Background: an optimization exercise with open tools, aiming at small area, a short achievable clock period and few clock cycles. Do not read the settings as production practice. Only simulation tests tie the RTL to the original design; equivalence was not proved. Power is estimated from default activity; no workload was simulated.

**flow/run.sh**
```bash
#!/bin/bash
# synth_recipe.tcl (not shown) runs the flow's synth.tcl, then flattens the netlist and writes it again
# the make line also repeats each setting of config.mk as NAME=value (left out here)
make -C /OpenROAD-flow-scripts/flow DESIGN_CONFIG=/design/flow/config.mk WORK_HOME=/design/flow/orfs CLKGATE_MAP_FILE= SYNTH_SCRIPT=/design/flow/synth_recipe.tcl finish
```
**flow/constraint.sdc**
```tcl
create_clock -name core_clock -period 6.0 [get_ports {CLK}]
set_input_delay 1.2000 -clock core_clock [delete_from_list [all_inputs] [get_ports {CLK}]]
set_output_delay 1.2000 -clock core_clock [all_outputs]
set_load 0.01 [all_outputs]
```
**flow/design.v**
```verilog
module LASER(CLK, RST, X, Y, C1X, C1Y, C2X, C2Y, DONE);
input CLK, RST;
input [3:0] X, Y;
output reg DONE;
output [3:0] C1X, C1Y, C2X, C2Y;
reg rq;
reg [3:0] xq;
reg [15:0] m0;
reg [15:0] m2;
reg [15:0] m3;
reg [15:0] m4;
reg [15:0] m5;
reg [15:0] m6;
reg [15:0] m7;
reg [15:0] m8;
reg [15:0] m9;
reg [15:0] m10;
reg [15:0] m11;
reg [15:0] m12;
reg [15:0] m13;
reg [15:0] m14;
reg [5:0] u;
wire [2:0] ph = u[2:0];
reg we, keep, cut, v6, v5, upd, last1, clr;
reg [3:0] yo;    
wire [5:0] un = (rq | (u == 6'd59)) ? 6'd63 : u + 6'd1;
wire [15:0] pdec = we ? (16'd1 << yo) : 16'd0;
always @(posedge CLK) begin
  rq <= RST;
  xq <= X;
  yo <= Y - {ph, 1'b0} - 4'd4;
  u <= un;
  we    <= ~RST & (un <= 6'd39);
  keep  <= ~RST & (un <= 6'd54);
  cut   <= (un >= 6'd40) & (un <= 6'd47);
  v6    <= (un[2:0] <= 3'd6);
  v5    <= (un[2:0] <= 3'd5);
  upd   <= ~RST & (un >= 6'd43) & (un <= 6'd58);
  last1 <= (un == 6'd50);
  clr   <= RST | (un == 6'd63);
end
localparam [7:0] E0_0 = 8'b11111010, E0_1 = 8'b01111111;
wire [1:0] wr0 = m0[1:0] & ~({2{cut}} & {E0_1[ph], E0_0[ph]});
always @(posedge CLK) m0 <= (keep ? {wr0, m0[15:2]} : 16'd0) | ((xq == 4'd0) ? pdec : 16'd0);
localparam [7:0] E2_0 = 8'b01110111, E2_1 = 8'b10101111;
wire [1:0] wr2 = m2[1:0] & ~({2{cut}} & {E2_1[ph], E2_0[ph]});
always @(posedge CLK) m2 <= (keep ? {wr2, m2[15:2]} : 16'd0) | ((xq == 4'd2) ? pdec : 16'd0);
localparam [7:0] E3_0 = 8'b01110111, E3_1 = 8'b10101111;
wire [1:0] wr3 = m3[1:0] & ~({2{cut}} & {E3_1[ph], E3_0[ph]});
always @(posedge CLK) m3 <= (keep ? {wr3, m3[15:2]} : 16'd0) | ((xq == 4'd3) ? pdec : 16'd0);
localparam [7:0] E4_0 = 8'b11111111, E4_1 = 8'b10101111;
wire [1:0] wr4 = m4[1:0] & ~({2{cut}} & {E4_1[ph], E4_0[ph]});
always @(posedge CLK) m4 <= (keep ? {wr4, m4[15:2]} : 16'd0) | ((xq == 4'd4) ? pdec : 16'd0);
localparam [7:0] E5_0 = 8'b01110111, E5_1 = 8'b10101111;
wire [1:0] wr5 = m5[1:0] & ~({2{cut}} & {E5_1[ph], E5_0[ph]});
always @(posedge CLK) m5 <= (keep ? {wr5, m5[15:2]} : 16'd0) | ((xq == 4'd5) ? pdec : 16'd0);
localparam [7:0] E6_0 = 8'b01110111, E6_1 = 8'b10101111;
wire [1:0] wr6 = m6[1:0] & ~({2{cut}} & {E6_1[ph], E6_0[ph]});
always @(posedge CLK) m6 <= (keep ? {wr6, m6[15:2]} : 16'd0) | ((xq == 4'd6) ? pdec : 16'd0);
localparam [7:0] E7_0 = 8'b01110111, E7_1 = 8'b01101111;
wire [1:0] wr7 = m7[1:0] & ~({2{cut}} & {E7_1[ph], E7_0[ph]});
always @(posedge CLK) m7 <= (keep ? {wr7, m7[15:2]} : 16'd0) | ((xq == 4'd7) ? pdec : 16'd0);
localparam [7:0] E8_0 = 8'b11111010, E8_1 = 8'b01111111;
wire [1:0] wr8 = m8[1:0] & ~({2{cut}} & {E8_1[ph], E8_0[ph]});
always @(posedge CLK) m8 <= (keep ? {wr8, m8[15:2]} : 16'd0) | ((xq == 4'd8) ? pdec : 16'd0);
localparam [7:0] E9_0 = 8'b11011000, E9_1 = 8'b11110111;
wire [1:0] wr9 = m9[1:0] & ~({2{cut}} & {E9_1[ph], E9_0[ph]});
always @(posedge CLK) m9 <= (keep ? {wr9, m9[15:2]} : 16'd0) | ((xq == 4'd9) ? pdec : 16'd0);
localparam [7:0] E10_0 = 8'b11111111, E10_1 = 8'b11010111;
wire [1:0] wr10 = m10[1:0] & ~({2{cut}} & {E10_1[ph], E10_0[ph]});
always @(posedge CLK) m10 <= (keep ? {wr10, m10[15:2]} : 16'd0) | ((xq == 4'd10) ? pdec : 16'd0);
localparam [7:0] E11_0 = 8'b10101111, E11_1 = 8'b11111000;
wire [1:0] wr11 = m11[1:0] & ~({2{cut}} & {E11_1[ph], E11_0[ph]});
always @(posedge CLK) m11 <= (keep ? {wr11, m11[15:2]} : 16'd0) | ((xq == 4'd11) ? pdec : 16'd0);
localparam [7:0] E12_0 = 8'b11111111, E12_1 = 8'b10101111;
wire [1:0] wr12 = m12[1:0] & ~({2{cut}} & {E12_1[ph], E12_0[ph]});
always @(posedge CLK) m12 <= (keep ? {wr12, m12[15:2]} : 16'd0) | ((xq == 4'd12) ? pdec : 16'd0);
localparam [7:0] E13_0 = 8'b11011000, E13_1 = 8'b01111111;
wire [1:0] wr13 = m13[1:0] & ~({2{cut}} & {E13_1[ph], E13_0[ph]});
always @(posedge CLK) m13 <= (keep ? {wr13, m13[15:2]} : 16'd0) | ((xq == 4'd13) ? pdec : 16'd0);
localparam [7:0] E14_0 = 8'b11111111, E14_1 = 8'b11010111;
wire [1:0] wr14 = m14[1:0] & ~({2{cut}} & {E14_1[ph], E14_0[ph]});
always @(posedge CLK) m14 <= (keep ? {wr14, m14[15:2]} : 16'd0) | ((xq == 4'd14) ? pdec : 16'd0);
wire w0_0 = m0[0];
wire w0_1 = m0[1];
wire w0_2 = m0[2] & v6;
wire w0_3 = m0[3] & v6;
wire w0_4 = m0[4] & v5;
wire w2_0 = m2[0];
wire w2_1 = m2[1];
wire w2_2 = m2[2] & v6;
wire w2_3 = m2[3] & v6;
wire w2_4 = m2[4] & v5;
wire w3_0 = m3[0];
wire w3_1 = m3[1];
wire w3_2 = m3[2] & v6;
wire w3_3 = m3[3] & v6;
wire w3_4 = m3[4] & v5;
wire w4_0 = m4[0];
wire w4_1 = m4[1];
wire w4_2 = m4[2] & v6;
wire w4_3 = m4[3] & v6;
wire w4_4 = m4[4] & v5;
wire w5_0 = m5[0];
wire w5_1 = m5[1];
wire w5_2 = m5[2] & v6;
wire w5_3 = m5[3] & v6;
wire w5_4 = m5[4] & v5;
wire w6_0 = m6[0];
wire w6_1 = m6[1];
wire w6_2 = m6[2] & v6;
wire w6_3 = m6[3] & v6;
wire w6_4 = m6[4] & v5;
wire w7_0 = m7[0];
wire w7_1 = m7[1];
wire w7_2 = m7[2] & v6;
wire w7_3 = m7[3] & v6;
wire w7_4 = m7[4] & v5;
wire w8_0 = m8[0];
wire w8_1 = m8[1];
wire w8_2 = m8[2] & v6;
wire w8_3 = m8[3] & v6;
wire w8_4 = m8[4] & v5;
wire w9_0 = m9[0];
wire w9_1 = m9[1];
wire w9_2 = m9[2] & v6;
wire w9_3 = m9[3] & v6;
wire w9_4 = m9[4] & v5;
wire w10_0 = m10[0];
wire w10_1 = m10[1];
wire w10_2 = m10[2] & v6;
wire w10_3 = m10[3] & v6;
wire w10_4 = m10[4] & v5;
wire w11_0 = m11[0];
wire w11_1 = m11[1];
wire w11_2 = m11[2] & v6;
wire w11_3 = m11[3] & v6;
wire w11_4 = m11[4] & v5;
wire w12_0 = m12[0];
wire w12_1 = m12[1];
wire w12_2 = m12[2] & v6;
wire w12_3 = m12[3] & v6;
wire w12_4 = m12[4] & v5;
wire w13_0 = m13[0];
wire w13_1 = m13[1];
wire w13_2 = m13[2] & v6;
wire w13_3 = m13[3] & v6;
wire w13_4 = m13[4] & v5;
wire w14_0 = m14[0];
wire w14_1 = m14[1];
wire w14_2 = m14[2] & v6;
wire w14_3 = m14[3] & v6;
wire w14_4 = m14[4] & v5;
reg c0s, c0c, c03, c00, c04;
reg [2:0] e2; reg g2, h2;
reg [2:0] e4; reg g4, h4;
reg [2:0] e6; reg g6, h6;
reg [2:0] e8; reg g8, h8;
reg [2:0] e10; reg g10, h10;
reg [2:0] e12; reg g12, h12;
reg [2:0] e14; reg g14;
wire ea2_s0 = w2_0 ^ w2_1 ^ w2_2;
wire ea2_c0 = (w2_0 & w2_1) | (w2_0 & w2_2) | (w2_1 & w2_2);
wire ea2_s1 = w2_3 ^ w3_0 ^ w3_1;
wire ea2_c1 = (w2_3 & w3_0) | (w2_3 & w3_1) | (w3_0 & w3_1);
wire ea2_s2 = w3_2 ^ ea2_s0 ^ ea2_s1;
wire ea2_c2 = (w3_2 & ea2_s0) | (w3_2 & ea2_s1) | (ea2_s0 & ea2_s1);
wire ea2_s3 = ea2_c0 ^ ea2_c1 ^ ea2_c2;
wire ea2_c3 = (ea2_c0 & ea2_c1) | (ea2_c0 & ea2_c2) | (ea2_c1 & ea2_c2);
wire ea4_s4 = w4_0 ^ w4_1 ^ w4_2;
wire ea4_c4 = (w4_0 & w4_1) | (w4_0 & w4_2) | (w4_1 & w4_2);
wire ea4_s5 = w4_3 ^ w5_0 ^ w5_1;
wire ea4_c5 = (w4_3 & w5_0) | (w4_3 & w5_1) | (w5_0 & w5_1);
wire ea4_s6 = w5_2 ^ ea4_s4 ^ ea4_s5;
wire ea4_c6 = (w5_2 & ea4_s4) | (w5_2 & ea4_s5) | (ea4_s4 & ea4_s5);
wire ea4_s7 = ea4_c4 ^ ea4_c5 ^ ea4_c6;
wire ea4_c7 = (ea4_c4 & ea4_c5) | (ea4_c4 & ea4_c6) | (ea4_c5 & ea4_c6);
wire ea6_s8 = w6_0 ^ w6_1 ^ w6_2;
wire ea6_c8 = (w6_0 & w6_1) | (w6_0 & w6_2) | (w6_1 & w6_2);
wire ea6_s9 = w6_3 ^ w7_0 ^ w7_1;
wire ea6_c9 = (w6_3 & w7_0) | (w6_3 & w7_1) | (w7_0 & w7_1);
wire ea6_s10 = w7_2 ^ ea6_s8 ^ ea6_s9;
wire ea6_c10 = (w7_2 & ea6_s8) | (w7_2 & ea6_s9) | (ea6_s8 & ea6_s9);
wire ea6_s11 = ea6_c8 ^ ea6_c9 ^ ea6_c10;
wire ea6_c11 = (ea6_c8 & ea6_c9) | (ea6_c8 & ea6_c10) | (ea6_c9 & ea6_c10);
wire ea8_s12 = w8_0 ^ w8_1 ^ w8_2;
wire ea8_c12 = (w8_0 & w8_1) | (w8_0 & w8_2) | (w8_1 & w8_2);
wire ea8_s13 = w8_3 ^ w9_0 ^ w9_1;
wire ea8_c13 = (w8_3 & w9_0) | (w8_3 & w9_1) | (w9_0 & w9_1);
wire ea8_s14 = w9_2 ^ ea8_s12 ^ ea8_s13;
wire ea8_c14 = (w9_2 & ea8_s12) | (w9_2 & ea8_s13) | (ea8_s12 & ea8_s13);
wire ea8_s15 = ea8_c12 ^ ea8_c13 ^ ea8_c14;
wire ea8_c15 = (ea8_c12 & ea8_c13) | (ea8_c12 & ea8_c14) | (ea8_c13 & ea8_c14);
wire ea10_s16 = w10_0 ^ w10_1 ^ w10_2;
wire ea10_c16 = (w10_0 & w10_1) | (w10_0 & w10_2) | (w10_1 & w10_2);
wire ea10_s17 = w10_3 ^ w11_0 ^ w11_1;
wire ea10_c17 = (w10_3 & w11_0) | (w10_3 & w11_1) | (w11_0 & w11_1);
wire ea10_s18 = w11_2 ^ ea10_s16 ^ ea10_s17;
wire ea10_c18 = (w11_2 & ea10_s16) | (w11_2 & ea10_s17) | (ea10_s16 & ea10_s17);
wire ea10_s19 = ea10_c16 ^ ea10_c17 ^ ea10_c18;
wire ea10_c19 = (ea10_c16 & ea10_c17) | (ea10_c16 & ea10_c18) | (ea10_c17 & ea10_c18);
wire ea12_s20 = w12_0 ^ w12_1 ^ w12_2;
wire ea12_c20 = (w12_0 & w12_1) | (w12_0 & w12_2) | (w12_1 & w12_2);
wire ea12_s21 = w12_3 ^ w13_0 ^ w13_1;
wire ea12_c21 = (w12_3 & w13_0) | (w12_3 & w13_1) | (w13_0 & w13_1);
wire ea12_s22 = w13_2 ^ ea12_s20 ^ ea12_s21;
wire ea12_c22 = (w13_2 & ea12_s20) | (w13_2 & ea12_s21) | (ea12_s20 & ea12_s21);
wire ea12_s23 = ea12_c20 ^ ea12_c21 ^ ea12_c22;
wire ea12_c23 = (ea12_c20 & ea12_c21) | (ea12_c20 & ea12_c22) | (ea12_c21 & ea12_c22);
wire ea14_s24 = w14_0 ^ w14_1 ^ w14_2;
wire ea14_c24 = (w14_0 & w14_1) | (w14_0 & w14_2) | (w14_1 & w14_2);
wire ea14_s25 = w14_3 ^ ea14_s24;
wire ea14_c25 = w14_3 & ea14_s24;
wire ea14_s26 = ea14_c24 ^ ea14_c25;
wire ea14_c26 = ea14_c24 & ea14_c25;
wire c0a_s27 = w0_0 ^ w0_1 ^ w0_2;
wire c0a_c27 = (w0_0 & w0_1) | (w0_0 & w0_2) | (w0_1 & w0_2);
always @(posedge CLK) begin
  c0s <= c0a_s27; c0c <= c0a_c27; c03 <= w0_3; c00 <= w0_0; c04 <= w0_4;
  e2 <= {ea2_c3, ea2_s3, ea2_s2}; g2 <= w2_4; h2 <= w3_3;
  e4 <= {ea4_c7, ea4_s7, ea4_s6}; g4 <= w4_4; h4 <= w5_3;
  e6 <= {ea6_c11, ea6_s11, ea6_s10}; g6 <= w6_4; h6 <= w7_3;
  e8 <= {ea8_c15, ea8_s15, ea8_s14}; g8 <= w8_4; h8 <= w9_3;
  e10 <= {ea10_c19, ea10_s19, ea10_s18}; g10 <= w10_4; h10 <= w11_3;
  e12 <= {ea12_c23, ea12_s23, ea12_s22}; g12 <= w12_4; h12 <= w13_3;
  e14 <= {ea14_c26, ea14_s26, ea14_s25}; g14 <= w14_4;
end
reg [4:0] sc [0:6];
wire sa0_s28 = c03 ^ c0s ^ e2[0];
wire sa0_c28 = (c03 & c0s) | (c03 & e2[0]) | (c0s & e2[0]);
wire sa0_s29 = e4[0] ^ g2 ^ h2;
wire sa0_c29 = (e4[0] & g2) | (e4[0] & h2) | (g2 & h2);
wire sa0_s30 = sa0_s28 ^ sa0_s29;
wire sa0_c30 = sa0_s28 & sa0_s29;
wire sa0_s31 = c0c ^ e2[1] ^ e4[1];
wire sa0_c31 = (c0c & e2[1]) | (c0c & e4[1]) | (e2[1] & e4[1]);
wire sa0_s32 = sa0_c28 ^ sa0_c29 ^ sa0_s31;
wire sa0_c32 = (sa0_c28 & sa0_c29) | (sa0_c28 & sa0_s31) | (sa0_c29 & sa0_s31);
wire sa0_s33 = sa0_c30 ^ sa0_s32;
wire sa0_c33 = sa0_c30 & sa0_s32;
wire sa0_s34 = e2[2] ^ e4[2] ^ sa0_c31;
wire sa0_c34 = (e2[2] & e4[2]) | (e2[2] & sa0_c31) | (e4[2] & sa0_c31);
wire sa0_s35 = sa0_c32 ^ sa0_s34 ^ sa0_c33;
wire sa0_c35 = (sa0_c32 & sa0_s34) | (sa0_c32 & sa0_c33) | (sa0_s34 & sa0_c33);
wire sa0_s36 = sa0_c34 ^ sa0_c35;
wire sa0_c36 = sa0_c34 & sa0_c35;
wire sa1_s37 = c00 ^ c04 ^ e4[0];
wire sa1_c37 = (c00 & c04) | (c00 & e4[0]) | (c04 & e4[0]);
wire sa1_s38 = e6[0] ^ g4 ^ h4;
wire sa1_c38 = (e6[0] & g4) | (e6[0] & h4) | (g4 & h4);
wire sa1_s39 = sa1_s37 ^ sa1_s38;
wire sa1_c39 = sa1_s37 & sa1_s38;
wire sa1_s40 = e4[1] ^ e6[1] ^ sa1_c37;
wire sa1_c40 = (e4[1] & e6[1]) | (e4[1] & sa1_c37) | (e6[1] & sa1_c37);
wire sa1_s41 = sa1_c38 ^ sa1_c39 ^ sa1_s40;
wire sa1_c41 = (sa1_c38 & sa1_c39) | (sa1_c38 & sa1_s40) | (sa1_c39 & sa1_s40);
wire sa1_s42 = e4[2] ^ e6[2] ^ sa1_c40;
wire sa1_c42 = (e4[2] & e6[2]) | (e4[2] & sa1_c40) | (e6[2] & sa1_c40);
wire sa1_s43 = sa1_c41 ^ sa1_s42;
wire sa1_c43 = sa1_c41 & sa1_s42;
wire sa1_s44 = sa1_c42 ^ sa1_c43;
wire sa1_c44 = sa1_c42 & sa1_c43;
wire sa2_s45 = c03 ^ c04 ^ c0s;
wire sa2_c45 = (c03 & c04) | (c03 & c0s) | (c04 & c0s);
wire sa2_s46 = e6[0] ^ e8[0] ^ g6;
wire sa2_c46 = (e6[0] & e8[0]) | (e6[0] & g6) | (e8[0] & g6);
wire sa2_s47 = h6 ^ sa2_s45 ^ sa2_s46;
wire sa2_c47 = (h6 & sa2_s45) | (h6 & sa2_s46) | (sa2_s45 & sa2_s46);
wire sa2_s48 = c0c ^ e6[1] ^ e8[1];
wire sa2_c48 = (c0c & e6[1]) | (c0c & e8[1]) | (e6[1] & e8[1]);
wire sa2_s49 = sa2_c45 ^ sa2_c46 ^ sa2_s48;
wire sa2_c49 = (sa2_c45 & sa2_c46) | (sa2_c45 & sa2_s48) | (sa2_c46 & sa2_s48);
wire sa2_s50 = sa2_c47 ^ sa2_s49;
wire sa2_c50 = sa2_c47 & sa2_s49;
wire sa2_s51 = e6[2] ^ e8[2] ^ sa2_c48;
wire sa2_c51 = (e6[2] & e8[2]) | (e6[2] & sa2_c48) | (e8[2] & sa2_c48);
wire sa2_s52 = sa2_c49 ^ sa2_s51 ^ sa2_c50;
wire sa2_c52 = (sa2_c49 & sa2_s51) | (sa2_c49 & sa2_c50) | (sa2_s51 & sa2_c50);
wire sa2_s53 = sa2_c51 ^ sa2_c52;
wire sa2_c53 = sa2_c51 & sa2_c52;
wire sa3_s54 = c03 ^ c04 ^ c0s;
wire sa3_c54 = (c03 & c04) | (c03 & c0s) | (c04 & c0s);
wire sa3_s55 = e10[0] ^ e8[0] ^ g8;
wire sa3_c55 = (e10[0] & e8[0]) | (e10[0] & g8) | (e8[0] & g8);
wire sa3_s56 = h8 ^ sa3_s54 ^ sa3_s55;
wire sa3_c56 = (h8 & sa3_s54) | (h8 & sa3_s55) | (sa3_s54 & sa3_s55);
wire sa3_s57 = c0c ^ e10[1] ^ e8[1];
wire sa3_c57 = (c0c & e10[1]) | (c0c & e8[1]) | (e10[1] & e8[1]);
wire sa3_s58 = sa3_c54 ^ sa3_c55 ^ sa3_s57;
wire sa3_c58 = (sa3_c54 & sa3_c55) | (sa3_c54 & sa3_s57) | (sa3_c55 & sa3_s57);
wire sa3_s59 = sa3_c56 ^ sa3_s58;
wire sa3_c59 = sa3_c56 & sa3_s58;
wire sa3_s60 = e10[2] ^ e8[2] ^ sa3_c57;
wire sa3_c60 = (e10[2] & e8[2]) | (e10[2] & sa3_c57) | (e8[2] & sa3_c57);
wire sa3_s61 = sa3_c58 ^ sa3_s60 ^ sa3_c59;
wire sa3_c61 = (sa3_c58 & sa3_s60) | (sa3_c58 & sa3_c59) | (sa3_s60 & sa3_c59);
wire sa3_s62 = sa3_c60 ^ sa3_c61;
wire sa3_c62 = sa3_c60 & sa3_c61;
wire sa4_s63 = c03 ^ c04 ^ c0s;
wire sa4_c63 = (c03 & c04) | (c03 & c0s) | (c04 & c0s);
wire sa4_s64 = e10[0] ^ e12[0] ^ g10;
wire sa4_c64 = (e10[0] & e12[0]) | (e10[0] & g10) | (e12[0] & g10);
wire sa4_s65 = h10 ^ sa4_s63 ^ sa4_s64;
wire sa4_c65 = (h10 & sa4_s63) | (h10 & sa4_s64) | (sa4_s63 & sa4_s64);
wire sa4_s66 = c0c ^ e10[1] ^ e12[1];
wire sa4_c66 = (c0c & e10[1]) | (c0c & e12[1]) | (e10[1] & e12[1]);
wire sa4_s67 = sa4_c63 ^ sa4_c64 ^ sa4_s66;
wire sa4_c67 = (sa4_c63 & sa4_c64) | (sa4_c63 & sa4_s66) | (sa4_c64 & sa4_s66);
wire sa4_s68 = sa4_c65 ^ sa4_s67;
wire sa4_c68 = sa4_c65 & sa4_s67;
wire sa4_s69 = e10[2] ^ e12[2] ^ sa4_c66;
wire sa4_c69 = (e10[2] & e12[2]) | (e10[2] & sa4_c66) | (e12[2] & sa4_c66);
wire sa4_s70 = sa4_c67 ^ sa4_s69 ^ sa4_c68;
wire sa4_c70 = (sa4_c67 & sa4_s69) | (sa4_c67 & sa4_c68) | (sa4_s69 & sa4_c68);
wire sa4_s71 = sa4_c69 ^ sa4_c70;
wire sa4_c71 = sa4_c69 & sa4_c70;
wire sa5_s72 = c00 ^ c04 ^ e12[0];
wire sa5_c72 = (c00 & c04) | (c00 & e12[0]) | (c04 & e12[0]);
wire sa5_s73 = e14[0] ^ g12 ^ h12;
wire sa5_c73 = (e14[0] & g12) | (e14[0] & h12) | (g12 & h12);
wire sa5_s74 = sa5_s72 ^ sa5_s73;
wire sa5_c74 = sa5_s72 & sa5_s73;
wire sa5_s75 = e12[1] ^ e14[1] ^ sa5_c72;
wire sa5_c75 = (e12[1] & e14[1]) | (e12[1] & sa5_c72) | (e14[1] & sa5_c72);
wire sa5_s76 = sa5_c73 ^ sa5_c74 ^ sa5_s75;
wire sa5_c76 = (sa5_c73 & sa5_c74) | (sa5_c73 & sa5_s75) | (sa5_c74 & sa5_s75);
wire sa5_s77 = e12[2] ^ e14[2] ^ sa5_c75;
wire sa5_c77 = (e12[2] & e14[2]) | (e12[2] & sa5_c75) | (e14[2] & sa5_c75);
wire sa5_s78 = sa5_c76 ^ sa5_s77;
wire sa5_c78 = sa5_c76 & sa5_s77;
wire sa5_s79 = sa5_c77 ^ sa5_c78;
wire sa5_c79 = sa5_c77 & sa5_c78;
wire sa6_s80 = c03 ^ c0s ^ e14[0];
wire sa6_c80 = (c03 & c0s) | (c03 & e14[0]) | (c0s & e14[0]);
wire sa6_s81 = g14 ^ sa6_s80;
wire sa6_c81 = g14 & sa6_s80;
wire sa6_s82 = c0c ^ e14[1] ^ sa6_c80;
wire sa6_c82 = (c0c & e14[1]) | (c0c & sa6_c80) | (e14[1] & sa6_c80);
wire sa6_s83 = sa6_c81 ^ sa6_s82;
wire sa6_c83 = sa6_c81 & sa6_s82;
wire sa6_s84 = e14[2] ^ sa6_c82 ^ sa6_c83;
wire sa6_c84 = (e14[2] & sa6_c82) | (e14[2] & sa6_c83) | (sa6_c82 & sa6_c83);
always @(posedge CLK) begin
  sc[0] <= {sa0_c36, sa0_s36, sa0_s35, sa0_s33, sa0_s30};
  sc[1] <= {sa1_c44, sa1_s44, sa1_s43, sa1_s41, sa1_s39};
  sc[2] <= {sa2_c53, sa2_s53, sa2_s52, sa2_s50, sa2_s47};
  sc[3] <= {sa3_c62, sa3_s62, sa3_s61, sa3_s59, sa3_s56};
  sc[4] <= {sa4_c71, sa4_s71, sa4_s70, sa4_s68, sa4_s65};
  sc[5] <= {sa5_c79, sa5_s79, sa5_s78, sa5_s76, sa5_s74};
  sc[6] <= {1'b0, sa6_c84, sa6_s84, sa6_s83, sa6_s81};
end
function gt5(input [4:0] a, input [4:0] b);
  reg [4:0] e;
  begin
    e = a ~^ b;
    gt5 = (a[4] & ~b[4]) | (e[4] & a[3] & ~b[3]) | (e[4] & e[3] & a[2] & ~b[2]) |
          (e[4] & e[3] & e[2] & a[1] & ~b[1]) | (e[4] & e[3] & e[2] & e[1] & a[0] & ~b[0]);
  end
endfunction
wire g01 = gt5(sc[1], sc[0]), g23 = gt5(sc[3], sc[2]), g45 = gt5(sc[5], sc[4]);
wire [4:0] s01 = g01 ? sc[1] : sc[0];
wire [4:0] s23 = g23 ? sc[3] : sc[2];
wire [4:0] s45 = g45 ? sc[5] : sc[4];
wire ga = gt5(s23, s01), gb = gt5(sc[6], s45);
reg [4:0] as, bs6;
reg [2:0] ax, bx6;
always @(posedge CLK) begin
  as <= ga ? s23 : s01;
  ax <= ga ? (g23 ? 3'd4 : 3'd3) : (g01 ? 3'd2 : 3'd1);
  bs6 <= gb ? sc[6] : s45;
  bx6 <= gb ? 3'd7 : (g45 ? 3'd6 : 3'd5);
end
reg [4:0] bs;
reg [2:0] bx, br, b1x, b1r;
wire gab = gt5(bs6, as);
wire rwin = gab ? gt5(bs6, bs) : gt5(as, bs);
wire [4:0] rs = gab ? bs6 : as;
wire [2:0] rx = gab ? bx6 : ax;
wire [2:0] row3 = ph - 3'd3;    
always @(posedge CLK) begin
  if (clr) begin
    bs <= 5'd0; bx <= 3'd0; br <= 3'd0; b1x <= 3'd0; b1r <= 3'd0;
  end else if (last1) begin
    b1x <= rwin ? rx : bx; b1r <= rwin ? row3 : br;
    bs <= 5'd0; bx <= 3'd0; br <= 3'd0;
  end else if (upd & rwin) begin
    bs <= rs; bx <= rx; br <= row3;
  end
  DONE <= ~rq & (u == 6'd58);
end
assign C1X = {b1x, 1'b0};
assign C1Y = {b1r, 1'b0};
assign C2X = {bx, 1'b0};
assign C2Y = {br, 1'b0};
endmodule
```
**flow/config.mk**
```make
export PLATFORM = sky130hd
export DESIGN_NAME = LASER
export DESIGN_NICKNAME = LASER
export VERILOG_FILES = /design/flow/design.v
export SDC_FILE = /design/flow/constraint.sdc
export NUM_CORES = 4
export LEC_CHECK = 0
export ABC_AREA = 1
export CAP_MARGIN = 20
export CORE_MARGIN = 2
export CORE_UTILIZATION = 40
export CTS_BUF_LIST = sky130_fd_sc_hd__clkbuf_4 sky130_fd_sc_hd__clkbuf_8
export SETUP_SLACK_MARGIN = 3.7
export SLEW_MARGIN = 20
```
==> impl_metrics.json, run 1 <==
{
  "fmax_ghz": 0.4445,
  "p_sw_mw": 1.530,
  "drt_drc_violations_left": 0,
  "detail_route.first_pass.iterations": 7,
  "gp_congestion": 0.8071,
  "syn_area_sq_mm": 0.01365,
  "drive_above_1_share_pct": 11.64,
  "slew_violations": 0,
  "layout_worst_path_cycle_share_pct": 37.49,
  "path_depth": 5,
  "avgSynthCellArea_sq_um": 8.783,
  "cp.required_ps": 6460,
  "synth.area.mux_share_pct": 0,
  "core_sq_mm": 0.03353,
  "die-area_sq_mm": 0.03561,
  "async_reset_ff_share_pct": 0,
  "worstSetupStartpointType": "flip-flop",
  "min_from": "m0[0]",
  "via_per_inst": 4.604,
  "critPathArrivalTime_ps": 2710,
  "min_path_cells": 0,
  "seqPwrFrac_pct": 46.8,
  "status": "no timing/DRC/antenna violations",
  "final_cell_mix": "408 x nand2_1, 335 x dfxtp_1, 214 x o21ai_0",
  "fp.dieW_microns": 188.7,
  "leakagePower_nw": 6.601,
  "cp_slowest_cell": "fa_1",
  "path_cells": "fa_1 -> fa_1 -> ha_2 -> fa_2 -> ha_4",
  "yosysWarnings": 2,
  "clock_latency_ps": 590,
  "antenna_found_initial": 2,
  "powerDensity_mw_per_mm2": 348.8,
  "max_slew_margin_pct": 49.30,
  "critPathCapture": "sc[2][3]",
  "via_count": 9540,
  "first_global_vias": 9455,
  "cts.sinks": 353,
  "grt_pass1_wl_microns": 48240,
  "cts_hold_buf": 0,
  "cpLargestDelayFamily": "adder cells",
  "critical_path.most_common_cell": "fa_1",
  "n_antenna_cell": 0,
  "drv_cap": 0,
  "ys_ff_latch": 353,
  "ys_seq_area_share_pct": 51.78,
  "drt_iter0_drc": 532,
  "syn_to_final_growth_pct": 14.14,
  "switching_share_pct": 28.15,
  "worst-r2r-setup-slack_ps": 3750,
  "cts-htree-levels": 2,
  "skew_ps": 28.87,
  "num_rows": 67,
  "r2r_start": "c0c",
  "antenna_left": 0,
  "p_comb_share_pct": 12.1,
  "p_clk_share_pct": 41.0,
  "ys_types": 39,
  "setup_viol": 0,
  "worst-path-buf-inv": 0,
  "tightest_slew_ps": 760.5,
  "intPower_mw": 3.904,
  "numPortBuffers": 22,
  "r2r-end": "sc[2][3]",
  "fill_cells": 3240,
  "period_needed_ps": 2249,
  "cts_buffer_depth": 3,
  "ir_drop_uv": 146.1,
  "dp_hpwl_microns": 20300,
  "avgRoutedWirePerCell_microns": 14.05,
  "place_ws_ps": 3249,
  "hold_ws_ps": 342.7,
  "hp-class": "flip-flop to flip-flop",
  "synthAdderAreaFrac_pct": 12.83,
  "wirelength_microns": 29100,
  "synth_edf_count": 0,
  "fp.dieH_microns": 188.7,
  "layout.nets": 1691,
  "clkTransAtPathRegs_ps": 60,
  "rsz0062_at_grt": "yes",
  "crit_type": "flip-flop to flip-flop",
  "synthSimpleGateAreaFrac_pct": 15.60,
  "crit_path_end_kind": "flip-flop",
  "start_util_pct": 40.70,
  "cts_tree": "yes",
  "critical_path.max_fanout": 5,
  "cts_buffers": 57,
  "setup.worst_path.start": "c0c",
  "reg2reg_depth": 5,
  "grt_max_degree": 97,
  "grt_overflow": 0,
  "syn_inst": 1554,
  "finalSetupTns_ps": 0,
  "final_hold_viol_count": 0,
  "final_common_cell": "nand2_1",
  "synth-compound-area-share_pct": 11.47,
  "synth_top_family_by_area": "simple AND/OR/NAND/NOR gates",
  "ys.flop_type": "dfxtp_1",
  "synth_xor_area_share_pct": 0.3209,
  "track_usage_pct": 16.71,
  "cts-root-buf": "clkbuf_8",
  "fin_ws_ps": 3751,
  "critPathMaxStageDelay_ps": 560,
  "io_pins": 27
}
[metal layers]
metal | wire, microns | vias up | track usage [%] | share of wire [%]
met4 | 683 | 2 | 5.288 | 2.3
met3 | 1138 | 47 | 3.129 | 3.9
met5 | 12 | - | 0 | 0.041
met1 | 13430 | 4394 | 21.43 | 46
li1 | - | 4935 | - | -
met2 | 13840 | 162 | 28.48 | 48
[power groups by stage]
| stage | Sequential (mW) | Combinational, mW | Clock [mW] |
|---|---|---|---|
| after floorplan | 2.50 | 0.535 | 0 |
| after global placement | 2.59 | 0.640 | 0 |
| after detailed placement | 2.60 | 0.644 | 0 |
| after CTS | 2.54 | 0.649 | 2.29 |
| after global routing | 2.56 | 0.745 | 2.40 |
| final | 2.55 | 0.659 | 2.23 |
[cell families (layout without fill, tap and decap cells)]
group,Yosys count,count (layout)
buf+inv,283,350
other cells,1,4
compound gates,290,290
fa+ha+maj,101,101
simple gates,521,521
flops,353,353
xor+xnor,5,5
[through the flow]
step	power [mW]	area, sq um	std cells	util, %
2_1_floorplan	3.038	13660	1557	-
3_3_place_gp	3.234	14180	1961	42.30
3_5_place_dp	3.239	14180	1961	42.30
4_1_cts	5.488	15500	2066	46.22
5_1_grt	5.704	15580	2072	46.46
6_report	5.434	15580	2072	46.46
[worst reg2reg max path: stages (launching register included)]
cell	delay [ps]
dfxtp_4	380
fa_1	560
fa_1	430
ha_2	200
fa_2	350
ha_4	210
[flip-flops by register name, indices dropped and copies added (netlist names), 6 cells and up]
| name | cells |
|---|---|
| m2 | 16 |
| m0 | 16 |
| m4 | 16 |
| m6 | 16 |
| m10 | 16 |
| u | 6 |
| m5 | 16 |
| m14 | 16 |
| m8 | 16 |
| sc | 34 |
| m11 | 16 |
| m13 | 16 |
| m12 | 16 |
| m7 | 16 |
| m9 | 16 |
| m3 | 16 |
[synthesized netlist by cell type, types with 12 or more instances]
cell        n  area, sq um
clkbuf_1   61        229.0
o32ai_1    12        105.1
nand3_1    37        185.2
o21ai_0   215         1076
o22ai_1    20        125.1
ha_1       36        450.4
nor2_1     36        135.1
dfxtp_1   353         7067
fa_1       65         1301
nor3_1     12        60.06
inv_1     208        780.8
nand2_1   409         1535
a21oi_1    20        100.1
[worst min path at each step]
| stage | to |
|---|---|
| detailed placement | c00 |
| global route | c00 |
| CTS | c00 |
| finish | c00 |
| global placement | c00 |
| floorplan | c00 |
[area by class of cell]
cell class | instances | area (sq um) | area share, %
Inverter | 214 | 807.0 | 5.181
Clock buffer | 91 | 1159 | 7.438
Sequential cell | 353 | 7094 | 45.54
Tap cell | 448 | 560.5 | 3.598
Timing Repair Buffer | 33 | 264.0 | 1.695
Clock inverter | 12 | 125.1 | 0.8032
Multi-Input combinational cell | 921 | 5568 | 35.74
[repair_timing]
item / in CTS / in global routing
setup buffers: 2 / 6
resized for setup: 77 / 18
setup endpoints to repair: 28 / 32
pin swaps: 10 / 14
Testbench counts, summed over its fixed seeds: cycles 15,608.
==> run 2, diff against run 1 <==
--- a/flow/config.mk
+++ b/flow/config.mk
@@ -9,6 +9,8 @@
 export CAP_MARGIN = 20
 export CORE_MARGIN = 2
 export CORE_UTILIZATION = 40
-export CTS_BUF_LIST = sky130_fd_sc_hd__clkbuf_4 sky130_fd_sc_hd__clkbuf_8
+export CTS_BUF_LIST = sky130_fd_sc_hd__clkbuf_16
+export CTS_CLUSTER_DIAMETER = 200
+export CTS_CLUSTER_SIZE = 30
 export SETUP_SLACK_MARGIN = 3.7
 export SLEW_MARGIN = 20
==> impl_metrics.json, run 2 <==
{
  "period_needed_ps": 2268,
  "r2r-end": "sc[4][3]",
  "yosysMostFrequentCell": "nand2_1",
  "max_slew_margin_pct": 50.48,
  "syn_inst": 1554,
  "leakagePower_nw": 6.100,
  "critical_path.max_fanout": 5,
  "dp_hpwl_microns": 20300,
  "async_reset_ff_share_pct": 0,
  "layout.nets": 1651,
  "avgRoutedWirePerCell_microns": 14.25,
  "fill_cells": 3287,
  "ys_top_cells_by_count": "409 x nand2_1, 353 x dfxtp_1, 215 x o21ai_0",
  "ys_types": 39,
  "rsz0062_at_grt": "yes",
  "via_count": 9305,
  "routed.top_layer": "met5",
  "n_antenna_cell": 0,
  "final_util_pct": 43.94,
  "fmax_ghz": 0.4410,
  "synth_edf_count": 0,
  "final_common_cell": "nand2_1",
  "cpLargestDelayFamily": "adder cells",
  "multi_input_comb_area_sq_mm": 0.005607,
  "layout_worst_path_cycle_share_pct": 37.80,
  "tightest_slew_ps": 742.9,
  "path_cells": "fa_1 -> fa_1 -> ha_2 -> fa_2 -> ha_4",
  "crit_type": "flip-flop to flip-flop",
  "synth_top_area_share_pct": 51.78,
  "synthSimpleGateAreaFrac_pct": 15.60,
  "slew_violations": 0,
  "critPathArrivalTime_ps": 2730,
  "fp.dieW_microns": 188.7,
  "antenna_found_initial": 2,
  "intPower_mw": 3.048,
  "r2r_start": "c0c",
  "setup_viol": 0,
  "worst-r2r-setup-slack_ps": 3730,
  "critPathMaxStageDelay_ps": 550,
  "crit_path_end_kind": "flip-flop",
  "final_hold_viol_count": 0,
  "largest_register_ff_count": 34,
  "cts-root-buf": "clkbuf_16",
  "ir_drop_uv": 225.3,
  "reg2reg_depth": 5,
  "numPortBuffers": 22,
  "detail_route.first_pass.iterations": 5,
  "syn_to_final_growth_pct": 7.967,
  "cts.sinks": 353,
  "cts_buffer_depth": 3,
  "io_pins": 27,
  "fp.dieH_microns": 188.7,
  "synth-compound-area-share_pct": 11.47,
  "synth.area.mux_share_pct": 0,
  "p_sw_mw": 1.299,
  "p_comb_share_pct": 15.2,
  "cp_slowest_cell": "fa_1",
  "skew_ps": 11.20,
  "worst-path-buf-inv": 0,
  "status": "no timing/DRC/antenna violations",
  "yosys-top-cells-area": "dfxtp_1 52%, nand2_1 11%, fa_1 9.5%",
  "p_clk_share_pct": 26.3,
  "cp.required_ps": 6460,
  "cts_tree": "yes",
  "ys_ff_latch": 353,
  "core_sq_mm": 0.03353,
  "wirelength_microns": 28330,
  "via_per_inst": 4.681,
  "min_from": "m0[0]",
  "drt_drc_violations_left": 0,
  "min_path_cells": 0,
  "final_cell_mix": "408 x nand2_1, 331 x dfxtp_1, 214 x o21ai_0",
  "drive_above_1_share_pct": 7.143,
  "drt_iter0_drc": 561,
  "synthAdderAreaFrac_pct": 12.83,
  "antenna_left": 0,
  "hp-class": "flip-flop to flip-flop",
  "grt_pass1_wl_microns": 46810,
  "wl_met2_microns": 13570,
  "wl_met1_microns": 13220,
  "start_util_pct": 40.70,
  "syn_area_sq_mm": 0.01365,
  "hold_end": "c00",
  "regArea_sq_mm": 0.007102,
  "powerDensity_mw_per_mm2": 295.0,
  "synth_top_family_by_area": "simple AND/OR/NAND/NOR gates",
  "hold_ws_ps": 350.2,
  "worstSetupStartpointType": "flip-flop",
  "ys_seq_area_share_pct": 51.78,
  "path_depth": 5,
  "yosysWarnings": 2,
  "finalSetupTns_ps": 0,
  "clkTransAtPathRegs_ps": 110,
  "drv_cap": 0,
  "gp_congestion": 0.8071,
  "cts-htree-levels": 1,
  "switching_share_pct": 29.88,
  "grt_overflow": 0,
  "clock_latency_ps": 500,
  "cts_buffers": 15,
  "die-area_sq_mm": 0.03561,
  "avgSynthCellArea_sq_um": 8.783,
  "first_global_vias": 9007,
  "yosys.area.top_type": "dfxtp_1",
  "largest-register": "sc",
  "seqPwrFrac_pct": 58.5,
  "critical_path.most_common_cell": "fa_1",
  "track_usage_pct": 16.14,
  "ys.flop_type": "dfxtp_1",
  "wl_met3_microns": 1028,
  "synth_xor_area_share_pct": 0.3209,
  "grt_max_degree": 97,
  "num_rows": 67
}
-- run 2: changes by cell type in the layout (fill, tap and decap cells not counted), moves of 3 or more --
cell and change:
clkbuf_4 -15, dfxtp_2 +3, buf_6 -3, buf_2 -3, clkdlybuf4s15_2 +3, clkbuf_8 -76, clkbuf_16 +15, clkbuf_2 +3
clkinv_2 -8, dfxtp_1 -4
-- run 2: repair_timing --
action / CTS / global route
hold buffers: 0 / 0
pin swaps: 11 / 18
gates resized for setup: 60 / 34
hold endpoints to repair: 0 / 0
setup endpoints to repair: 29 / 43
buffers inserted: 4 / 5
gates cloned: 0 / 1
-- run 2: cells by family after synthesis --
| group | after synthesis |
|---|---|
| buffers and inverters | 283 |
| AOI/OAI and AO/OA | 290 |
| xor gates and xnor gates | 5 |
| and+or+nand+nor | 521 |
| other | 1 |
| adders and majority gates | 101 |
| DFF | 353 |
-- run 2: per-stage QoR --
step / instance area [sq um] / setup slack [ps] / power [mW] / cells
CTS: 14650 / 3680 / 4.377 / 1982
detailed placement: 14180 / 3249 / 3.239 / 1961
global placement: 14180 / 3273 / 3.234 / 1961
floorplan: 13660 / 3712 / 3.038 / 1557
global route: 14740 / 3651 / 4.569 / 1988
finish: 14740 / 3732 / 4.346 / 1988
-- run 2: layout make-up --
cell class / instances / share of cell area [%]
well taps: 448 / 3.804
clock inverters: 2 / 0.08491
clock buffers: 15 / 2.547
multi-input cells: 922 / 38.05
repair buffers: 34 / 1.843
inverters: 214 / 5.477
flip-flops and latches: 353 / 48.20
-- run 2: power by group through the flow --
| stage | combinational [mW] | clock [mW] | sequential [mW] |
|---|---|---|---|
| after floorplan | 0.535 | 0 | 2.50 |
| after global placement | 0.640 | 0 | 2.59 |
| after detailed placement | 0.644 | 0 | 2.60 |
| after CTS | 0.650 | 1.19 | 2.54 |
| after global routing | 0.745 | 1.27 | 2.56 |
| final | 0.661 | 1.14 | 2.54 |
-- run 2: per-layer routing --
layer	up-vias	global-route usage, %
li1	4805	-
met3	30	1.918
met5	-	0
met2	147	28.31
met4	2	3.425
met1	4321	21.39
-- run 2: worst max-delay path by stage --
stage                     start       end
after detailed placement   Y[2]     yo[3]
after CTS                 br[0]    C2Y[1]
after global routing       u[0]       upd
after global placement     Y[2]     yo[3]
after floorplan             c0s  sc[2][3]
final                       c0c  sc[4][3]
==> run 3, diff against run 2 <==
--- a/flow/config.mk
+++ b/flow/config.mk
@@ -10,7 +10,7 @@
 export CORE_MARGIN = 2
 export CORE_UTILIZATION = 40
 export CTS_BUF_LIST = sky130_fd_sc_hd__clkbuf_16
-export CTS_CLUSTER_DIAMETER = 200
-export CTS_CLUSTER_SIZE = 30
-export SETUP_SLACK_MARGIN = 3.7
+export CTS_CLUSTER_DIAMETER = 150
+export CTS_CLUSTER_SIZE = 25
+export SETUP_SLACK_MARGIN = 3.75
 export SLEW_MARGIN = 20
==> impl_metrics.json, run 3 <==
{
  "status": "no timing/DRC/antenna violations",
  "cts_tree": "yes",
  "final_hold_viol_count": 0,
  "syn_to_final_growth_pct": 9.085,
  "ys_ff_latch": 353,
  "drt_drc_violations_left": 0,
  "r2r_start": "c0c",
  "grt_pass1_wl_microns": 45770,
  "critPathArrivalTime_ps": 2720,
  "avgSynthCellArea_sq_um": 8.783,
  "r2r-end": "sc[2][3]",
  "min_path_cells": 0,
  "avgRoutedWirePerCell_microns": 13.97,
  "antenna_left": 0,
  "n_antenna_cell": 0,
  "wirelength_microns": 27870,
  "syn_inst": 1554,
  "hp-class": "flip-flop to flip-flop",
  "start_util_pct": 40.70,
  "finalSetupTns_ps": 0,
  "fin_ws_ps": 3742,
  "ys.flop_type": "dfxtp_1",
  "layout.nets": 1657,
  "drive_above_1_share_pct": 7.951,
  "fp.dieW_microns": 188.7,
  "crit_type": "flip-flop to flip-flop",
  "first_global_vias": 8778,
  "largest-register": "sc",
  "tightest_slew_ps": 753.7,
  "cts-root-buf": "clkbuf_16",
  "crit_path_end_kind": "flip-flop",
  "ys_types": 39,
  "track_usage_pct": 15.76,
  "num_rows": 67,
  "skew_ps": 32.12,
  "reg2reg_depth": 5,
  "max_slew_margin_pct": 49.75,
  "async_reset_ff_share_pct": 0,
  "dp_hpwl_microns": 20180,
  "detail_route.first_pass.iterations": 5,
  "setup_viol": 0,
  "worstSetupStartpointType": "flip-flop",
  "ir_drop_uv": 203.8,
  "synth_top_area_share_pct": 51.78,
  "via_per_inst": 4.638,
  "io_pins": 27,
  "critical_path.max_fanout": 5,
  "cts-htree-levels": 1,
  "cts_buffer_depth": 3,
  "leakagePower_nw": 6.184,
  "via_count": 9252,
  "worst-r2r-setup-slack_ps": 3740,
  "synth_edf_count": 0,
  "hold_end": "c00",
  "drt_iter0_drc": 523,
  "grt_overflow": 0,
  "die-area_sq_mm": 0.03561,
  "ys_seq_area_share_pct": 51.78,
  "fin_total_pwr_mw": 4.514,
  "yosysMostFrequentCell": "nand2_1",
  "numPortBuffers": 22,
  "syn_area_sq_mm": 0.01365,
  "fp.dieH_microns": 188.7,
  "clkTransAtPathRegs_ps": 90,
  "powerDensity_mw_per_mm2": 303.2,
  "min_from": "m0[0]",
  "largest_register_ff_count": 34,
  "yosys.area.top_type": "dfxtp_1",
  "grt_max_degree": 108,
  "period_needed_ps": 2258,
  "cp.required_ps": 6460,
  "layout_worst_path_cycle_share_pct": 37.63,
  "drv_cap": 0,
  "yosysWarnings": 2,
  "setup.worst_path.start": "c0c",
  "core_sq_mm": 0.03353,
  "ys_top_cells_by_count": "409 x nand2_1, 353 x dfxtp_1, 215 x o21ai_0",
  "fmax_ghz": 0.4429,
  "cts.sinks": 353,
  "rsz0062_at_grt": "yes",
  "gp_congestion": 0.8142,
  "final_cell_mix": "408 x nand2_1, 329 x dfxtp_1, 214 x o21ai_0",
  "final_common_cell": "nand2_1",
  "clock_latency_ps": 520,
  "cts_buffers": 18,
  "antenna_found_initial": 0,
  "place_ws_ps": 3266,
  "yosys-top-cells-area": "dfxtp_1 52%, nand2_1 11%, fa_1 9.5%",
  "slew_violations": 0
}
==> run 3: cell counts after synthesis <==
Identical to the previous run, type by type.
==> run 3: what timing repair did <==
| item | CTS | global route |
|---|---|---|
| pin swaps | 14 | 11 |
| endpoints found under the setup margin | 36 | 29 |
| buffers inserted | 9 | 3 |
| gates cloned | 0 | 1 |
| hold buffers | 0 | 0 |
| gates resized for setup | 84 | 20 |
==> run 3: report_power, final <==
| part | switching [mW] | leakage [nW] | internal, mW |
|---|---|---|---|
| Clock | 0.727 | 0.251 | 0.579 |
| Combinational | 0.499 | 3.07 | 0.179 |
| Sequential | 0.113 | 2.86 | 2.42 |
==> run 3: metal layers <==
metal / vias to the layer above / wire, microns / track usage [%] / share of wire (%)
li1: 4820 / - / - / -
met3: 33 / 845 / 1.732 / 3.0
met2: 121 / 13300 / 27.25 / 48
met5: - / 0 / 0 / 0
met4: 0 / 575 / 3.696 / 2.1
met1: 4278 / 13150 / 21.17 / 47
==> run 3: kinds of logic after synthesis <==
logic type	Yosys count	share of synthesized area (%)
and+or+nand+nor	521	15.60
DFF	353	51.78
AOI/OAI and AO/OA	290	11.47
buffers and inverters	283	7.967
adders and majority gates	101	12.83
xor gates and xnor gates	5	0.3209
other	1	0.02748
==> run 3: how the worst max path moves through the flow <==
stage,endpoint,slack (ps),cells past startpoint
finish,sc[2][3],3740,5
global placement,yo[3],3300,6
CTS,C2Y[1],3690,1
floorplan,sc[2][3],3750,7
global route,upd,3690,13
detailed placement,yo[3],3270,6
==> run 3: cell type report <==
cell class | instances | area [sq um]
inverter | 214 | 804.5
clock inverter | 2 | 33.78
clock buffer | 19 | 475.5
fill | 3285 | 18640
multi-input combinational | 922 | 5625
sequential | 353 | 7109
timing repair buffer | 37 | 279.0
tap | 448 | 560.5
==> run 3: critical path, cell delays in order, from the launching register on <==
cell,delay (ps)
dfxtp_4,390
fa_1,570
fa_1,430
ha_2,200
fa_2,350
ha_4,270
==> run 3: through the flow <==
step	hold slack (ps)	util, %	area (sq um)	instances
2_1_floorplan	330.8	-	13680	1557
3_3_place_gp	338.0	42.35	14200	1961
3_5_place_dp	338.4	42.35	14200	1961
4_1_cts	357.3	44.12	14800	1991
5_1_grt	366.3	44.40	14890	1995
6_report	356.0	44.40	14890	1995
==> run 4, diff against run 3 <==
--- a/flow/config.mk
+++ b/flow/config.mk
@@ -8,9 +8,9 @@
 export ABC_AREA = 1
 export CAP_MARGIN = 20
 export CORE_MARGIN = 2
-export CORE_UTILIZATION = 40
+export CORE_UTILIZATION = 55
 export CTS_BUF_LIST = sky130_fd_sc_hd__clkbuf_16
 export CTS_CLUSTER_DIAMETER = 150
-export CTS_CLUSTER_SIZE = 25
-export SETUP_SLACK_MARGIN = 3.75
+export CTS_CLUSTER_SIZE = 20
+export SETUP_SLACK_MARGIN = 3.7
 export SLEW_MARGIN = 20
==> impl_metrics.json, run 4 <==
{
  "grt_max_degree": 93,
  "die-area_sq_mm": 0.02609,
  "switching_share_pct": 29.34,
  "routed.top_layer": "met4",
  "leakagePower_nw": 6.195,
  "drive_above_1_share_pct": 7.290,
  "clock_latency_ps": 530,
  "dp_hpwl_microns": 20250,
  "layout_worst_path_cycle_share_pct": 38.36,
  "cts-htree-levels": 1,
  "largest-register": "sc",
  "critPathArrivalTime_ps": 2710,
  "fp.dieW_microns": 161.5,
  "fin_ws_ps": 3699,
  "avgSynthCellArea_sq_um": 8.783,
  "cts_buffer_depth": 3,
  "detail_route.first_pass.iterations": 5,
  "antenna_left": 0,
  "worstSetupStartpointType": "flip-flop",
  "crit_type": "flip-flop to flip-flop",
  "antenna_found_initial": 0,
  "wl_met1_microns": 14170,
  "via_count": 9387,
  "largest_register_ff_count": 34,
  "wl_met2_microns": 13620,
  "setup_viol": 0,
  "io_pins": 27,
  "ys_top_cells_by_count": "409 x nand2_1, 353 x dfxtp_1, 215 x o21ai_0",
  "yosys-top-cells-area": "dfxtp_1 52%, nand2_1 11%, fa_1 9.5%",
  "tightest_slew_ps": 868.8,
  "intPower_mw": 3.217,
  "grt_overflow": 0,
  "wirelength_microns": 29370,
  "cts.sinks": 353,
  "ys_ff_latch": 353,
  "first_global_vias": 8977,
  "seqPwrFrac_pct": 55.4,
  "final_cell_mix": "409 x nand2_1, 334 x dfxtp_1, 214 x o21ai_0",
  "final_hold_viol_count": 0,
  "fill_cells": 2181,
  "syn_area_sq_mm": 0.01365,
  "clkTransAtPathRegs_ps": 80,
  "n_antenna_cell": 0,
  "ys_seq_area_share_pct": 51.78,
  "p_sw_mw": 1.336,
  "synth_edf_count": 0,
  "yosysWarnings": 2,
  "cp.required_ps": 6410,
  "syn_to_final_growth_pct": 7.747,
  "slew_violations": 0,
  "status": "no timing/DRC/antenna violations",
  "crit_path_end_kind": "flip-flop",
  "via_per_inst": 5.009,
  "syn_inst": 1554,
  "fp.dieH_microns": 161.5,
  "max_slew_margin_pct": 42.08,
  "layout.nets": 1660,
  "ys_types": 39,
  "yosysMostFrequentCell": "nand2_1",
  "core_sq_mm": 0.02432,
  "ir_drop_uv": 257.2,
  "avgRoutedWirePerCell_microns": 15.67,
  "drv_cap": 0,
  "grt_pass1_wl_microns": 47860,
  "numPortBuffers": 22,
  "p_clk_share_pct": 30.1,
  "yosys.area.top_type": "dfxtp_1",
  "hp-class": "flip-flop to flip-flop",
  "rsz0062_at_grt": "yes",
  "critical_path.max_fanout": 2,
  "cts_tree": "yes",
  "ys.flop_type": "dfxtp_1",
  "track_usage_pct": 23.05,
  "start_util_pct": 56.12,
  "drt_drc_violations_left": 0,
  "p_comb_share_pct": 14.5,
  "synth_top_area_share_pct": 51.78,
  "cts_buffers": 21,
  "drt_iter0_drc": 673,
  "cts-root-buf": "clkbuf_16",
  "num_rows": 57,
  "skew_ps": 20.07,
  "place_ws_ps": 3255,
  "cts_hold_buf": 0,
  "async_reset_ff_share_pct": 0,
  "wl_met3_microns": 1019,
  "fmax_ghz": 0.4345,
  "final_common_cell": "nand2_1",
  "powerDensity_mw_per_mm2": 309.6,
  "finalSetupTns_ps": 0,
  "period_needed_ps": 2301,
  "gp_congestion": 0.8634
}
run 4: changes by cell type in the layout (fill, tap and decap cells not counted), moves of 3 or more:
cell	delta
fa_1	+3
dfxtp_1	+5
dfxtp_2	-3
fa_2	-3
ha_4	-3
run 4: through the flow:
| step | hold WS [ps] | area [sq um] | util (%) | instances | power, mW |
|---|---|---|---|---|---|
| 4_1_cts | 354.1 | 14610 | 60.09 | 1866 | 4.589 |
| 3_5_place_dp | 339.4 | 14030 | 57.69 | 1837 | 3.223 |
| 3_3_place_gp | 335.7 | 14030 | 57.69 | 1837 | 3.227 |
| 5_1_grt | 356.6 | 14710 | 60.47 | 1874 | 4.777 |
| 6_report | 344.4 | 14710 | 60.47 | 1874 | 4.553 |
| 2_1_floorplan | 330.8 | 13660 | - | 1557 | 3.038 |
run 4: final cells by class:
cell class | count | area (sq um) | area share [%]
inverter | 214 | 807.0 | 5.488
multi-input combinational | 922 | 5573 | 37.90
timing repair buffer | 36 | 270.3 | 1.838
timing repair inverter | 1 | 5.005 | 0.03403
tap | 324 | 405.4 | 2.757
clock inverter | 3 | 21.27 | 0.1446
sequential | 353 | 7098 | 48.27
clock buffer | 21 | 525.5 | 3.574
run 4: power groups by stage:
stage | combinational, mW | clock (mW) | sequential [mW]
global route | 0.740 | 1.50 | 2.54
global placement | 0.647 | 0 | 2.58
CTS | 0.650 | 1.42 | 2.52
finish | 0.661 | 1.37 | 2.52
floorplan | 0.535 | 0 | 2.50
detailed placement | 0.646 | 0 | 2.58
run 4: worst max-delay path: stages, from the launching register on:
cell and delay (ps):
dfxtp_1 400, fa_1 480, fa_1 510, ha_2 210
fa_2 370, ha_4 220
run 4: cells by family after synthesis:
| family | count (synthesis) | share of synthesized area [%] |
|---|---|---|
| buffers and inverters | 283 | 7.967 |
| other | 1 | 0.02748 |
| xor gates and xnor gates | 5 | 0.3209 |
| DFF | 353 | 51.78 |
| AOI/OAI and AO/OA | 290 | 11.47 |
| and+or+nand+nor | 521 | 15.60 |
| adders and majority gates | 101 | 12.83 |
run 4: final timing paths:
check / cells past startpoint / endpoint / start / slack, ps
min reg2reg: 0 / c00 / m0[0] / 340
min: 0 / c00 / m0[0] / 340
max: 5 / sc[3][3] / e8[1] / 3700
max reg2reg: 5 / sc[3][3] / e8[1] / 3700
run 4: what timing repair did:
action                                  CTS  global route
gates cloned                              0             2
endpoints found under the setup margin   21            34
endpoints found under the hold margin     0             0
resized for setup                        65            24
pin swaps                                 1            14
setup buffers                             5             6
run 4: routing by layer:
layer	up-vias	global-route usage, %
met5	-	0
met4	0	4.870
met3	33	2.542
met2	144	38.21
met1	4384	32.89
li1	4826	-
==> run 5, diff against run 4 <==
--- a/flow/config.mk
+++ b/flow/config.mk
@@ -8,9 +8,10 @@
 export ABC_AREA = 1
 export CAP_MARGIN = 20
 export CORE_MARGIN = 2
-export CORE_UTILIZATION = 55
+export CORE_UTILIZATION = 40
 export CTS_BUF_LIST = sky130_fd_sc_hd__clkbuf_16
 export CTS_CLUSTER_DIAMETER = 150
 export CTS_CLUSTER_SIZE = 20
+export GPL_TIMING_DRIVEN = 0
 export SETUP_SLACK_MARGIN = 3.7
 export SLEW_MARGIN = 20
==> impl_metrics.json, run 5 <==
{
  "final_common_cell": "nand2_1",
  "critPathArrivalTime_ps": 2670,
  "synth_edf_count": 0,
  "cts.sinks": 353,
  "core_sq_mm": 0.03353,
  "max_slew_margin_pct": 36.50,
  "placed_cell_area_sq_mm": 0.01444,
  "ys_top_cells_by_count": "409 x nand2_1, 353 x dfxtp_1, 215 x o21ai_0",
  "syn_inst": 1554,
  "track_usage_pct": 17.97,
  "syn_area_sq_mm": 0.01365,
  "ys_types": 39,
  "fin_ws_ps": 3698,
  "drt_drc_violations_left": 0,
  "rsz0062_at_grt": "yes",
  "start_util_pct": 40.70,
  "slew_violations": 0,
  "yosys.area.top_type": "dfxtp_1",
  "fp.dieH_microns": 188.7,
  "skew_ps": 27.27,
  "design_area_sq_mm": 0.01517,
  "cts_buffer_depth": 3,
  "avgSynthCellArea_sq_um": 8.783,
  "largest_register_ff_count": 34,
  "yosysWarnings": 2,
  "hp-class": "flip-flop to flip-flop",
  "antenna_found_initial": 0,
  "fill_cells": 3283,
  "crit_type": "flip-flop to flip-flop",
  "critical_path.max_fanout": 10,
  "clock_latency_ps": 530,
  "worst-r2r-setup-slack_ps": 3700,
  "cts_buffers": 21,
  "grt_max_degree": 21,
  "syn_to_final_growth_pct": 11.16,
  "crit_path_end_kind": "flip-flop",
  "cp.required_ps": 6370,
  "setup_viol": 0,
  "drive_above_1_share_pct": 7.973,
  "drt_iter0_drc": 735,
  "n_antenna_cell": 0,
  "grt_overflow": 0,
  "first_global_vias": 9507,
  "ir_drop_uv": 205.6,
  "ys.flop_type": "dfxtp_1",
  "powerDensity_mw_per_mm2": 309.3,
  "fmax_ghz": 0.4344,
  "period_needed_ps": 2302,
  "io_pins": 27,
  "gp_congestion": 0.8942,
  "via_count": 9855,
  "largest-register": "sc",
  "dp_hpwl_microns": 23100,
  "min_from": "m0[0]",
  "final_hold_viol_count": 0,
  "grt_pass1_wl_microns": 50660,
  "via_per_inst": 4.770,
  "r2r_start": "keep",
  "wirelength_microns": 31490,
  "layout.nets": 1729,
  "cts-root-buf": "clkbuf_16",
  "avgRoutedWirePerCell_microns": 15.24,
  "numPortBuffers": 22,
  "die-area_sq_mm": 0.03561,
  "synth_top_area_share_pct": 51.78,
  "status": "no timing/DRC/antenna violations",
  "cts_tree": "yes",
  "ys_ff_latch": 353,
  "place_ws_ps": 3046,
  "leakagePower_nw": 6.332,
  "finalSetupTns_ps": 0,
  "fp.dieW_microns": 188.7,
  "cts-htree-levels": 1,
  "fin_total_pwr_mw": 4.692,
  "final_cell_mix": "409 x nand2_1, 331 x dfxtp_1, 214 x o21ai_0",
  "antenna_left": 0,
  "num_rows": 67,
  "worstSetupStartpointType": "flip-flop",
  "ys_seq_area_share_pct": 51.78,
  "clkTransAtPathRegs_ps": 80,
  "detail_route.first_pass.iterations": 5,
  "async_reset_ff_share_pct": 0,
  "yosys-top-cells-area": "dfxtp_1 52%, nand2_1 11%, fa_1 9.5%",
  "tightest_slew_ps": 952.5,
  "drv_cap": 0,
  "yosysMostFrequentCell": "nand2_1",
  "setup.worst_path.start": "keep",
  "layout_worst_path_cycle_share_pct": 38.36
}
run 5: path summary, 6_finish.rpt:
check / depth (start not counted) / end
hold / removal: 0 / c00
setup reg to reg: 4 / m6[15]
setup / recovery: 4 / m6[15]
hold reg to reg: 0 / c00
run 5: through the flow:
stage	hold slack (ps)	instances	util (%)
after floorplan	330.8	1557	-
after global placement	340.0	2027	43.07
after detailed placement	339.7	2027	43.07
after CTS	360.1	2057	45.03
after global routing	352.1	2066	45.24
final	356.0	2066	45.24
run 5: final cells by class:
type,count,area [sq um],area share [%]
Timing Repair Buffer,37,267.8,1.765
Clock buffer,21,525.5,3.464
Multi-Input combinational cell,922,5577,36.76
Buffer,69,316.6,2.087
Inverter,214,807.0,5.320
Sequential cell,353,7099,46.80
Tap cell,448,560.5,3.695
Clock inverter,2,17.52,0.1155
run 5: cells by family after synthesis:
| kind of cell | after synthesis | synth area share (%) |
|---|---|---|
| xor gates and xnor gates | 5 | 0.3209 |
| and+or+nand+nor | 521 | 15.60 |
| adders and majority gates | 101 | 12.83 |
| buffers and inverters | 283 | 7.967 |
| AOI/OAI and AO/OA | 290 | 11.47 |
| DFF | 353 | 51.78 |
| other | 1 | 0.02748 |
run 5: where the power goes:
group          total [mW]  internal [mW]  switching [mW]
Clock                1.38          0.631           0.747
Sequential           2.47           2.42          0.0575
Combinational       0.841          0.229           0.611
run 5: what timing repair did:
item	4_1_cts	5_1_grt
endpoints found under the setup margin	54	30
hold buffers	0	0
resized for setup	70	33
pin swaps	6	12
setup buffers	7	8
gates cloned	0	1
run 5: layer usage:
layer	up-vias	wire length, microns	track usage (%)
li1	4973	-	-
met5	-	0	0
met1	4599	14320	23.67
met3	68	1628	2.589
met4	0	1241	7.121
met2	215	14300	29.81
run 5: worst max-delay path: stages, from the launching register on:
cell and delay [ps]:
dfxtp_1 320, clkbuf_1 600, inv_1 260, clkbuf_1 390, o32ai_1 590
==> run 6, diff against run 5 <==
--- a/flow/config.mk
+++ b/flow/config.mk
@@ -12,6 +12,5 @@
 export CTS_BUF_LIST = sky130_fd_sc_hd__clkbuf_16
 export CTS_CLUSTER_DIAMETER = 150
 export CTS_CLUSTER_SIZE = 20
-export GPL_TIMING_DRIVEN = 0
-export SETUP_SLACK_MARGIN = 3.7
+export SETUP_SLACK_MARGIN = 3.62
 export SLEW_MARGIN = 20
==> impl_metrics.json, run 6 <==
{
  "cts_tree": "yes",
  "rsz0062_at_grt": "yes",
  "numPortBuffers": 22,
  "synth_top_area_share_pct": 51.78,
  "antenna_left": 0,
  "via_count": 9241,
  "max_slew_margin_pct": 47.93,
  "fin_ws_ps": 3673,
  "syn_area_sq_mm": 0.01365,
  "crit_path_end_kind": "output port",
  "final_common_cell": "nand2_1",
  "dp_hpwl_microns": 20280,
  "critPathArrivalTime_ps": 1130,
  "largest-register": "sc",
  "critPathMaxStageDelay_ps": 360,
  "tightest_slew_ps": 781.1,
  "cpLargestDelayFamily": "flip-flops",
  "setup.worst_path.start": "br[0]",
  "worstSetupStartpointType": "flip-flop",
  "drive_above_1_share_pct": 4.935,
  "place_ws_ps": 3181,
  "slew_violations": 0,
  "syn_to_final_growth_pct": 8.296,
  "drt_iter0_drc": 569,
  "ys_ff_latch": 353,
  "ys_top_cells_by_count": "409 x nand2_1, 353 x dfxtp_1, 215 x o21ai_0",
  "regArea_sq_mm": 0.007087,
  "r2r_start": "c0c",
  "async_reset_ff_share_pct": 0,
  "skew_ps": 24.27,
  "fp.dieH_microns": 188.7,
  "ys_seq_area_share_pct": 51.78,
  "grt_pass1_wl_microns": 46130,
  "avgSynthCellArea_sq_um": 8.783,
  "yosysMostFrequentCell": "nand2_1",
  "cts.sinks": 353,
  "avgRoutedWirePerCell_microns": 14.17,
  "cp_slowest_cell": "dfxtp_2",
  "first_global_vias": 8858,
  "min_from": "m0[0]",
  "cp.required_ps": 4800,
  "clkTransAtPathRegs_ps": 80,
  "leakagePower_nw": 6.154,
  "period_needed_ps": 2327,
  "layout.nets": 1650,
  "synth_edf_count": 0,
  "cts_buffer_depth": 3,
  "grt_max_degree": 89,
  "worst-path-buf-inv": 1,
  "num_rows": 67,
  "fin_total_pwr_mw": 4.558,
  "drt_drc_violations_left": 0,
  "cts_buffers": 21,
  "worst-r2r-setup-slack_ps": 3700,
  "placed_cell_area_sq_mm": 0.01418,
  "cts-htree-levels": 1,
  "yosys.area.top_type": "dfxtp_1",
  "multi_input_comb_area_sq_mm": 0.005524,
  "die-area_sq_mm": 0.03561,
  "cts-root-buf": "clkbuf_16",
  "fmax_ghz": 0.4298,
  "final_util_pct": 44.08,
  "io_pins": 27,
  "wirelength_microns": 28170,
  "final_cell_mix": "409 x nand2_1, 343 x dfxtp_1, 214 x o21ai_0",
  "antenna_found_initial": 0,
  "syn_inst": 1554,
  "path_cells": "clkdlybuf4s15_1",
  "setup_viol": 0,
  "track_usage_pct": 15.93,
  "design_area_sq_mm": 0.01478,
  "hp-class": "flip-flop to flip-flop",
  "yosys-top-cells-area": "dfxtp_1 52%, nand2_1 11%, fa_1 9.5%",
  "drv_cap": 0,
  "status": "no timing/DRC/antenna violations",
  "ir_drop_uv": 158.6,
  "critical_path.max_fanout": 3,
  "crit_type": "flip-flop to output port",
  "layout_worst_path_cycle_share_pct": 38.78,
  "finalSetupTns_ps": 0,
  "via_per_inst": 4.648,
  "clock_latency_ps": 530,
  "largest_register_ff_count": 34,
  "yosysWarnings": 2,
  "detail_route.first_pass.iterations": 5,
  "fp.dieW_microns": 188.7,
  "ys_types": 39,
  "fill_cells": 3324,
  "gp_congestion": 0.7903,
  "final_hold_viol_count": 0,
  "ys.flop_type": "dfxtp_1",
  "start_util_pct": 40.70,
  "powerDensity_mw_per_mm2": 308.4,
  "n_antenna_cell": 0,
  "grt_overflow": 0,
  "core_sq_mm": 0.03353,
  "cts_hold_buf": 0
}
==> run 6: report_power, final <==
group          switching (mW)  total [mW]  internal (mW)
sequential              0.119        2.54           2.42
clock                   0.749        1.38          0.631
combinational           0.480       0.641          0.161
total                    1.35        4.56           3.21
==> run 6: worst paths after layout <==
path / cells past startpoint / endpoint
setup / recovery: 1 / C2Y[1]
hold reg to reg: 0 / c00
setup reg to reg: 5 / sc[3][3]
hold / removal: 0 / c00
==> run 6: final cells by class <==
| cell class | count | area share, % |
|---|---|---|
| multi-input cells | 921 | 37.37 |
| clock buffers | 21 | 3.555 |
| repair buffers | 27 | 1.693 |
| inverters | 214 | 5.460 |
| repair inverters | 1 | 0.03386 |
| clock inverters | 3 | 0.1439 |
| flip-flops and latches | 353 | 47.95 |
| well taps | 448 | 3.792 |
==> run 6: repair_timing <==
| item | in CTS | in global routing |
|---|---|---|
| pin swaps | 0 | 4 |
| gates cloned | 0 | 1 |
| buffers inserted | 0 | 2 |
| endpoints found under the setup margin | 20 | 27 |
| hold endpoints to repair | 0 | 0 |
| resized for setup | 25 | 25 |
==> run 6: cells by family after synthesis <==
group                      share of synthesized area, %
buffers and inverters                             7.967
DFF                                               51.78
adders and majority gates                         12.83
other                                           0.02748
and+or+nand+nor                                   15.60
xor gates and xnor gates                         0.3209
AOI/OAI and AO/OA                                 11.47
==> run 6: per-stage QoR <==
step	instances	hold slack, ps
2_1_floorplan	1557	330.8
3_3_place_gp	1961	337.2
3_5_place_dp	1961	353.0
4_1_cts	1985	367.5
5_1_grt	1988	380.3
6_report	1988	366.7
==> run 6: per-layer routing <==
metal	up-vias	track usage, %	part of all wire [%]	wire length [microns]
met1	4266	21.28	46	13030
met3	32	2.086	3.7	1035
met2	139	27.53	48	13570
met5	-	0	0	0
met4	0	3.576	1.9	538
li1	4804	-	-	-

Setup slack of run 6, layout unchanged: 3.673 ns with ideal ports, 3.622 ns with driving cells assumed (clock clkbuf_16, inputs buf_2), 3.162 ns with port delays also shifted by the 0.569 ns mid clock arrival.
